This design comes from an exercise in tuning for small area on the open sky130 flow, not from production work. Power figures rest on the tool's default switching activity, not on a simulated workload.

==> module easy_fifo_sync, before the edit <==
module easy_fifo_sync #
(
    parameter int DWIDTH = 32,
    parameter int DEPTH = 64,
    parameter int INPUT_REG = 0,
    parameter int OUTPUT_REG = 0
)
(
    input logic rst,
    input logic clk,
    input logic [DWIDTH-1:0] wr_data,
    input logic wr_en,
    output logic wr_full,
    input logic rd_en,
    output logic [DWIDTH-1:0] rd_data,
    output logic rd_empty,
	output logic [$clog2(DEPTH):0] fifo_cnt
);
	localparam int AW = $clog2(DEPTH);    
	localparam int CW = AW + 1;            
	localparam int SEG = 4;                
	localparam int SW = $clog2(SEG);
	localparam int NSEG = DEPTH / SEG;     
	localparam int DL = SEG - 1;           
	logic [DWIDTH-1:0] ring [DEPTH-1:0];
	logic [DWIDTH-1:0] dly [DL-1:0];
	logic [DL-1:0] dly_v;                  
	logic [AW-1:0] hp;                     
	logic [CW-1:0] n;                      
	logic ring_empty;
	logic [CW-1:0] held;
	logic wr_acc, rd_acc, rd_ring, rd_wait;
	logic [AW-1:0] ins_pos;
	logic can_ins, ins, take;
	logic [DL:0] head_sel;                 
	logic [NSEG-1:0] ins_seg;              
	logic [NSEG-1:0] ins_seg_n;
	logic [NSEG-1:0] tap_sel;              
	logic [DWIDTH-1:0] src, src_n;         
	logic [DWIDTH-1:0] ring_d [NSEG-1:0];  
	assign ring_empty = n == '0;
	always_comb begin
		held = n;
		for (int i = 0; i < DL; i++)
			held = held + CW'(dly_v[i]);
	end
	assign wr_full = held == CW'(DEPTH);
	assign wr_acc = wr_en & ~wr_full;
	always_comb begin
		logic found;
		head_sel = '0;
		found = 1'b0;
		for (int i = DL - 1; i >= 0; i--)
			if (dly_v[i] && !found) begin
				head_sel[i] = 1'b1;
				found = 1'b1;
			end
		head_sel[DL] = ~found;
	end
	assign rd_empty = ring_empty ? ~(|dly_v | wr_en) : (hp[SW-1:0] != '0);
	assign rd_acc = rd_en & ~rd_empty;
	assign rd_ring = rd_acc & ~ring_empty;
	assign rd_wait = rd_acc & ring_empty;
	always_comb
		for (int k = 0; k < NSEG; k++)
			tap_sel[k] = ~ring_empty && hp[AW-1:SW] == (AW-SW)'(k);
	assign ins_pos = ring_empty ? '0 : hp - n[AW-1:0] + 1'b1;
	assign can_ins = ins_pos[SW-1:0] == '0;
	assign ins = (|{wr_acc, dly_v}) & can_ins & ~rd_wait;
	assign take = ins | rd_wait;
	always_comb
		for (int k = 0; k < NSEG; k++)
			ins_seg[k] = ins && ins_pos[AW-1:SW] == (AW-SW)'(k);
	assign ins_seg_n = ~ins_seg;
	always_ff @(posedge clk) begin
		if (rst) begin
			n <= '0;
			hp <= '0;
			dly_v <= '0;
			fifo_cnt <= '0;
		end
		else begin
			n <= n + CW'(ins) - CW'(rd_ring);
			hp <= ring_empty ? '0 : hp + 1'b1 - AW'(rd_ring);
			dly_v[0] <= wr_acc & ~(take & head_sel[DL]);
			for (int i = 1; i < DL; i++)
				dly_v[i] <= dly_v[i-1] & ~(take & head_sel[i-1]);
			fifo_cnt <= held;
		end
	end
	always_ff @(posedge clk) begin
		dly[0] <= wr_data;
		for (int i = 1; i < DL; i++)
			dly[i] <= dly[i-1];
	end
	always_ff @(posedge clk) begin
		for (int p = 0; p < DEPTH; p++)
			if (p % SEG == 0)
				ring[p] <= ring_d[p / SEG];
			else
				ring[p] <= ring[p-1];
	end
	for (genvar b = 0; b < DWIDTH; b++) begin : g_bit
		logic src_dly_n, src_in_n;
		fifo_aoi222 u_src0 (.a0(head_sel[2]), .b0(dly[2][b]), .a1(head_sel[1]), .b1(dly[1][b]),
			.a2(head_sel[0]), .b2(dly[0][b]), .y(src_dly_n));
		fifo_nand2 u_src1 (.a(head_sel[3]), .b(wr_data[b]), .y(src_in_n));
		fifo_nand2 u_src (.a(src_dly_n), .b(src_in_n), .y(src[b]));
		fifo_inv u_srcn (.a(src[b]), .y(src_n[b]));
		for (genvar k = 0; k < NSEG; k++) begin : g_ins
			fifo_oai22 u_ins (.a0(ins_seg[k]), .b0(ring[(k * SEG + DEPTH - 1) % DEPTH][b]),
				.a1(ins_seg_n[k]), .b1((k % 2 == 1) ? src[b] : src_n[b]), .y(ring_d[k][b]));
		end
		logic ev0, ev1, ev2, od0, od1, od2, od3, od_n;
		fifo_aoi222 u_ev0 (.a0(tap_sel[0]), .b0(ring[0][b]), .a1(tap_sel[2]), .b1(ring[8][b]),
			.a2(tap_sel[4]), .b2(ring[16][b]), .y(ev0));
		fifo_aoi222 u_ev1 (.a0(tap_sel[6]), .b0(ring[24][b]), .a1(tap_sel[8]), .b1(ring[32][b]),
			.a2(tap_sel[10]), .b2(ring[40][b]), .y(ev1));
		fifo_aoi222 u_ev2 (.a0(tap_sel[12]), .b0(ring[48][b]), .a1(tap_sel[14]), .b1(ring[56][b]),
			.a2(ring_empty), .b2(src[b]), .y(ev2));
		fifo_oai22 u_od0 (.a0(~tap_sel[1]), .b0(ring[4][b]), .a1(~tap_sel[3]), .b1(ring[12][b]), .y(od0));
		fifo_oai22 u_od1 (.a0(~tap_sel[5]), .b0(ring[20][b]), .a1(~tap_sel[7]), .b1(ring[28][b]), .y(od1));
		fifo_oai22 u_od2 (.a0(~tap_sel[9]), .b0(ring[36][b]), .a1(~tap_sel[11]), .b1(ring[44][b]), .y(od2));
		fifo_oai22 u_od3 (.a0(~tap_sel[13]), .b0(ring[52][b]), .a1(~tap_sel[15]), .b1(ring[60][b]), .y(od3));
		fifo_nor4 u_od (.a(od0), .b(od1), .c(od2), .d(od3), .y(od_n));
		fifo_nand4 u_rd (.a(od_n), .b(ev0), .c(ev1), .d(ev2), .y(rd_data[b]));
	end
endmodule
Settings: LEC_CHECK=0, CAP_MARGIN=20, CORE_MARGIN=2, CORE_UTILIZATION=40, PLACE_DENSITY=0.6, SLEW_MARGIN=20, SYNTH_HIERARCHICAL=1, SYNTH_MINIMUM_KEEP_SIZE=0; clock period 6.0 ns.
standard.sh (not shown) runs the stock make flow with config.mk's settings and CLKGATE_MAP_FILE= SYNTH_SCRIPT=/design/flow/synth_recipe.tcl, a recipe that flattens the netlist after the stock synthesis.
==> flow/flow/run.sh <==
#!/bin/bash
# Standard layout (the standard.sh) with three changes:
#  - after floorplan every combinational cell is set to its smallest drive
#    strength (flow/downsize.tcl); the resizer upsizes only where needed;
#  - ports are buffered with buf_1 instead of the default buffer cell;
#  - the clock tree uses fewer, larger sink clusters driven by clkbuf_16 and no
#    dummy loads.
set -o pipefail
export POST_FLOORPLAN_TCL="$PWD/flow/downsize.tcl"
export BUFFER_PORTS_ARGS="-buffer_cell sky130_fd_sc_hd__buf_1"
export CTS_ARGS="-sink_clustering_enable -repair_clock_nets -dont_use_dummy_load -sink_clustering_size 30 -sink_clustering_max_diameter 60 -sink_clustering_buffer sky130_fd_sc_hd__clkbuf_16 -buf_list sky130_fd_sc_hd__clkbuf_16"
bash standard.sh finish > standard.log 2>&1
==> flow/flow/downsize.tcl <==
# Swap every combinational cell to the smallest drive strength of its kind;
# the resizer later upsizes only where slew, capacitance or timing needs it.
set n_swapped 0
foreach inst [get_cells *] {
  set master [get_property $inst ref_name]
  if {![regexp {^(sky130_fd_sc_hd__[a-z0-9]+)_([0-9]+)$} $master -> base size]} { continue }
  if {[regexp {df|dl|edf|sdf|clk|tap|fill|decap|conb|diode} $base]} { continue }
  foreach s {0 1} {
    if {$s >= $size} { break }
    set cand [get_lib_cells -quiet */${base}_$s]
    if {[llength $cand] > 0 && [lsearch $::env(DONT_USE_CELLS) ${base}_$s] < 0} {
      replace_cell $inst [get_full_name [lindex $cand 0]]
      incr n_swapped
      break
    }
  }
}
puts "downsize: swapped $n_swapped cells"
The baseline finished clean.
Then changed:
--- a/flow/design.v
+++ b/flow/design.v
@@ -1,6 +1,14 @@
 `timescale 1ns/1ps
+module fifo_mux2i (
+	input logic s,
+	input logic a,      
+	input logic b,
+	output logic y
+);
+	assign y = ~(s ? a : b);
+endmodule
 module fifo_aoi222 (
 	input logic a0, b0, a1, b1, a2, b2,
 	output logic y
 );
 	assign y = ~((a0 & b0) | (a1 & b1) | (a2 & b2));
@@ -70,11 +78,10 @@
 	logic wr_acc, rd_acc, rd_ring, rd_wait;
 	logic [AW-1:0] ins_pos;
 	logic can_ins, ins, take;
 	logic [DL:0] head_sel;                 
 	logic [NSEG-1:0] ins_seg;              
-	logic [NSEG-1:0] ins_seg_n;
 	logic [NSEG-1:0] tap_sel;              
 	logic [DWIDTH-1:0] src, src_n;         
 	logic [DWIDTH-1:0] ring_d [NSEG-1:0];  
 	assign ring_empty = n == '0;
 	always_comb begin
@@ -107,11 +114,10 @@
 	assign ins = (|{wr_acc, dly_v}) & can_ins & ~rd_wait;
 	assign take = ins | rd_wait;
 	always_comb
 		for (int k = 0; k < NSEG; k++)
 			ins_seg[k] = ins && ins_pos[AW-1:SW] == (AW-SW)'(k);
-	assign ins_seg_n = ~ins_seg;
 	always_ff @(posedge clk) begin
 		if (rst) begin
 			n <= '0;
 			hp <= '0;
 			dly_v <= '0;
@@ -144,12 +150,12 @@
 			.a2(head_sel[0]), .b2(dly[0][b]), .y(src_dly_n));
 		fifo_nand2 u_src1 (.a(head_sel[3]), .b(wr_data[b]), .y(src_in_n));
 		fifo_nand2 u_src (.a(src_dly_n), .b(src_in_n), .y(src[b]));
 		fifo_inv u_srcn (.a(src[b]), .y(src_n[b]));
 		for (genvar k = 0; k < NSEG; k++) begin : g_ins
-			fifo_oai22 u_ins (.a0(ins_seg[k]), .b0(ring[(k * SEG + DEPTH - 1) % DEPTH][b]),
-				.a1(ins_seg_n[k]), .b1((k % 2 == 1) ? src[b] : src_n[b]), .y(ring_d[k][b]));
+			fifo_mux2i u_ins (.s(ins_seg[k]), .a((k % 2 == 1) ? src[b] : src_n[b]),
+				.b(ring[(k * SEG + DEPTH - 1) % DEPTH][b]), .y(ring_d[k][b]));
 		end
 		logic ev0, ev1, ev2, od0, od1, od2, od3, od_n;
 		fifo_aoi222 u_ev0 (.a0(tap_sel[0]), .b0(ring[0][b]), .a1(tap_sel[2]), .b1(ring[8][b]),
 			.a2(tap_sel[4]), .b2(ring[16][b]), .y(ev0));
 		fifo_aoi222 u_ev1 (.a0(tap_sel[6]), .b0(ring[24][b]), .a1(tap_sel[8]), .b1(ring[32][b]),
What happened: Sequential power hardly moves; via count falls by a little under a tenth; global-route usage came out lower by 3.2 points; sequential share of layout area fell by 2.4 points; clock skew barely changes; critical path depth came out higher by 2; hold slack gets better by 24 ps; wire length went down by roughly a tenth.
No functional check of the RTL was part of any run of this note.

-- what the ideal ports hide --
In the flow no input, the clock included, has a driving cell. The finished layouts below were timed again as built, in two steps. Step 1 (the two cells are an assumption about what drives the block):
set clk [get_ports {clk}]
set_driving_cell -lib_cell sky130_fd_sc_hd__clkbuf_16 $clk
set_driving_cell -lib_cell sky130_fd_sc_hd__buf_2 [delete_from_list [all_inputs] $clk]
Step 2 also shifts input and output timing later by t, the mid clock arrival at the registers, as if the neighbouring blocks saw the same clock. a / b / c = ideal / step 1 / step 2; a / b = the first two.
| run | shift t [ns] | setup WS [ns] | hold WS [ns] | slew at the worst register clock pin (ns) | worst data-port slew with drivers (ns) |
|---|---|---|---|---|---|
| the first run | 0.756 | 0.377 / 0.307 / 1.063 | 0.262 / 0.262 / 0.262 | 0.11 / 0.11 | 0.07 |
| the second run | 0.750 | 0.419 / 0.348 / 1.097 | 0.286 / 0.286 / 0.286 | 0.11 / 0.11 | 0.07 |
After both steps every run listed still meets setup and hold.
